This is an optimization exercise on Yosys and OpenROAD, whose aim is a short achievable clock period and few clock cycles, not a production implementation. Function was checked by simulation only, so behaviour that the tests miss may differ from the original.

==> module ao16i, before the edit <==
module ao16i(sa,sb,c,a,b,y);
input         sa, sb, c;
input  [15:0] a, b;
output [15:0] y;
assign y = ({16{sa}} & ~a) | ({16{sb}} & ~b) | {16{c}};
endmodule
==> module ao16in, before the edit <==
module ao16in(sa,sb,c,a,b,y);
input         sa, sb, c;
input  [15:0] a, b;
output [15:0] y;
assign y = ~(({16{sa}} & ~a) | ({16{sb}} & ~b) | {16{c}});
endmodule
==> module shifter, before the edit <==
module shifter(xl,xr,sl,sr,big,fill,l,r,lc,rc,ln,rn);
input  [15:0] xl, xr;
input  [3:0]  sl, sr;
input         big;
input         fill;
output [15:0] l, r, lc, rc, ln, rn;
wire [15:0] l1n, l2, l3n, r1n, r2, r3n;
mux16i ul1(.s(sl[0]), .a(xl),  .b({xl[14:0], 1'b0}),   .y(l1n));
mux16i ul2(.s(sl[1]), .a(l1n), .b({l1n[13:0], 2'b11}), .y(l2));
mux16i ul3(.s(sl[2]), .a(l2),  .b({l2[11:0], 4'b0}),   .y(l3n));
mux16i ur1(.s(sr[0]), .a(xr),  .b({fill, xr[15:1]}),         .y(r1n));
mux16i ur2(.s(sr[1]), .a(r1n), .b({{2{!fill}}, r1n[15:2]}),  .y(r2));
mux16i ur3(.s(sr[2]), .a(r2),  .b({{4{fill}}, r2[15:4]}),    .y(r3n));
wire la = !sl[3] & !big;
wire lb = sl[3] & !big;
wire ra = !sr[3] & !big;
wire rb = sr[3] & !big;
wire bf = big & fill;
ao16i  ul4 (.sa(la), .sb(lb), .c(1'b0), .a(l3n), .b({l3n[7:0], 8'hff}), .y(l));
ao16i  ul4b(.sa(la), .sb(lb), .c(1'b0), .a(l3n), .b({l3n[7:0], 8'hff}), .y(lc));
ao16in ul4n(.sa(la), .sb(lb), .c(1'b0), .a(l3n), .b({l3n[7:0], 8'hff}), .y(ln));
ao16i  ur4 (.sa(ra), .sb(rb), .c(bf), .a(r3n), .b({{8{!fill}}, r3n[15:8]}), .y(r));
ao16i  ur4b(.sa(ra), .sb(rb), .c(bf), .a(r3n), .b({{8{!fill}}, r3n[15:8]}), .y(rc));
ao16in ur4n(.sa(ra), .sb(rb), .c(bf), .a(r3n), .b({{8{!fill}}, r3n[15:8]}), .y(rn));
endmodule
export LEC_CHECK = 0
export CAP_MARGIN = 20
export CORE_MARGIN = 2
export CORE_UTILIZATION = 40
export SETUP_SLACK_MARGIN = 2.9
export SLEW_MARGIN = 20
export SYNTH_HIERARCHICAL = 1
create_clock -name core_clock -period 5.0 [get_ports {clock}]
run.sh (not shown) runs the stock make flow with config.mk's settings and CLKGATE_MAP_FILE= SYNTH_SCRIPT=/design/flow/synth_recipe.tcl, a recipe that flattens the netlist after the stock synthesis.
Testbench counts at the start, summed over its fixed seeds: cycles 41,155.
Edit:
--- a/flow/design.v
+++ b/flow/design.v
@@ -125,21 +125,21 @@
 input         s;
 input  [15:0] a, b;
 output [15:0] y;
 assign y = ~(s ? b : a);
 endmodule
-module ao16i(sa,sb,c,a,b,y);
-input         sa, sb, c;
+module oai16(san,sbn,cn,a,b,y);
+input         san, sbn, cn;
 input  [15:0] a, b;
 output [15:0] y;
-assign y = ({16{sa}} & ~a) | ({16{sb}} & ~b) | {16{c}};
+assign y = ~(({16{san}} | a) & ({16{sbn}} | b) & {16{cn}});
 endmodule
-module ao16in(sa,sb,c,a,b,y);
-input         sa, sb, c;
+module oa16(san,sbn,cn,a,b,y);
+input         san, sbn, cn;
 input  [15:0] a, b;
 output [15:0] y;
-assign y = ~(({16{sa}} & ~a) | ({16{sb}} & ~b) | {16{c}});
+assign y = ({16{san}} | a) & ({16{sbn}} | b) & {16{cn}};
 endmodule
 module shifter(xl,xr,sl,sr,big,fill,l,r,lc,rc,ln,rn);
 input  [15:0] xl, xr;
 input  [3:0]  sl, sr;
 input         big;
@@ -150,21 +150,21 @@
 mux16i ul2(.s(sl[1]), .a(l1n), .b({l1n[13:0], 2'b11}), .y(l2));
 mux16i ul3(.s(sl[2]), .a(l2),  .b({l2[11:0], 4'b0}),   .y(l3n));
 mux16i ur1(.s(sr[0]), .a(xr),  .b({fill, xr[15:1]}),         .y(r1n));
 mux16i ur2(.s(sr[1]), .a(r1n), .b({{2{!fill}}, r1n[15:2]}),  .y(r2));
 mux16i ur3(.s(sr[2]), .a(r2),  .b({{4{fill}}, r2[15:4]}),    .y(r3n));
-wire la = !sl[3] & !big;
-wire lb = sl[3] & !big;
-wire ra = !sr[3] & !big;
-wire rb = sr[3] & !big;
-wire bf = big & fill;
-ao16i  ul4 (.sa(la), .sb(lb), .c(1'b0), .a(l3n), .b({l3n[7:0], 8'hff}), .y(l));
-ao16i  ul4b(.sa(la), .sb(lb), .c(1'b0), .a(l3n), .b({l3n[7:0], 8'hff}), .y(lc));
-ao16in ul4n(.sa(la), .sb(lb), .c(1'b0), .a(l3n), .b({l3n[7:0], 8'hff}), .y(ln));
-ao16i  ur4 (.sa(ra), .sb(rb), .c(bf), .a(r3n), .b({{8{!fill}}, r3n[15:8]}), .y(r));
-ao16i  ur4b(.sa(ra), .sb(rb), .c(bf), .a(r3n), .b({{8{!fill}}, r3n[15:8]}), .y(rc));
-ao16in ur4n(.sa(ra), .sb(rb), .c(bf), .a(r3n), .b({{8{!fill}}, r3n[15:8]}), .y(rn));
+wire lan = sl[3] | big;
+wire lbn = !sl[3] | big;
+wire ran = sr[3] | big;
+wire rbn = !sr[3] | big;
+wire bfn = !(big & fill);
+oai16 ul4 (.san(lan), .sbn(lbn), .cn(1'b1), .a(l3n), .b({l3n[7:0], 8'hff}), .y(l));
+oai16 ul4b(.san(lan), .sbn(lbn), .cn(1'b1), .a(l3n), .b({l3n[7:0], 8'hff}), .y(lc));
+oa16  ul4n(.san(lan), .sbn(lbn), .cn(1'b1), .a(l3n), .b({l3n[7:0], 8'hff}), .y(ln));
+oai16 ur4 (.san(ran), .sbn(rbn), .cn(bfn), .a(r3n), .b({{8{!fill}}, r3n[15:8]}), .y(r));
+oai16 ur4b(.san(ran), .sbn(rbn), .cn(bfn), .a(r3n), .b({{8{!fill}}, r3n[15:8]}), .y(rc));
+oa16  ur4n(.san(ran), .sbn(rbn), .cn(bfn), .a(r3n), .b({{8{!fill}}, r3n[15:8]}), .y(rn));
 endmodule
 module alu_module(cin,lsel,sra,a,b,xa,xb,xl,xr,sal,sar,sum,sum2,sumn,lg,shl,shr,shl2,shr2,shln,shrn,big,fill);
 input         cin;
 input  [1:0]  lsel;
 input         sra;
After rerunning: Core utilization grows by 0.85 points; via count drops slightly; routed wire length falls by a few percent; synthesized area falls by a few percent; register-to-register slack improves by 180 ps; worst setup slack improved by 83 ps; critical path depth grows by 1; cell count falls by a few percent; clock skew goes down by 38 ps; worst hold slack gains 62 ps.
Testbench counts after the change, summed over its fixed seeds: cycles 41,155.

afterwards: timing with drivers on the ports:
The flow's constraints put no driver on any port. The routed layouts listed below were extracted and timed again, unchanged, in two steps. Step 1: set_driving_cell puts a clkbuf_16 on clock and a buf_2 on each other input, an assumption about the parent block. Step 2 adds t to the input delays and takes it off the output delays; t is the mean of the earliest and latest rising clock arrival at the registers after step 1. Input paths then give back, and output paths get back, about the clock's delay inside the block. Slacks: ideal / step 1 / step 2; pairs: ideal / step 1.
run | shift t [ns] | setup WS [ns] | worst slew at a driven data input, ns | cell pins on the clock port's net
the first run | 0.657 | 2.461 / 2.461 / 1.851 | 0.15 | 1
the second run | 0.657 | 2.544 / 2.515 / 1.858 | 0.13 | 1
After both steps setup and hold are still met in every run listed. For the second run, which loses most, drivers alone change the setup slack by -0.029 ns; drivers and shift together by -0.686 ns.
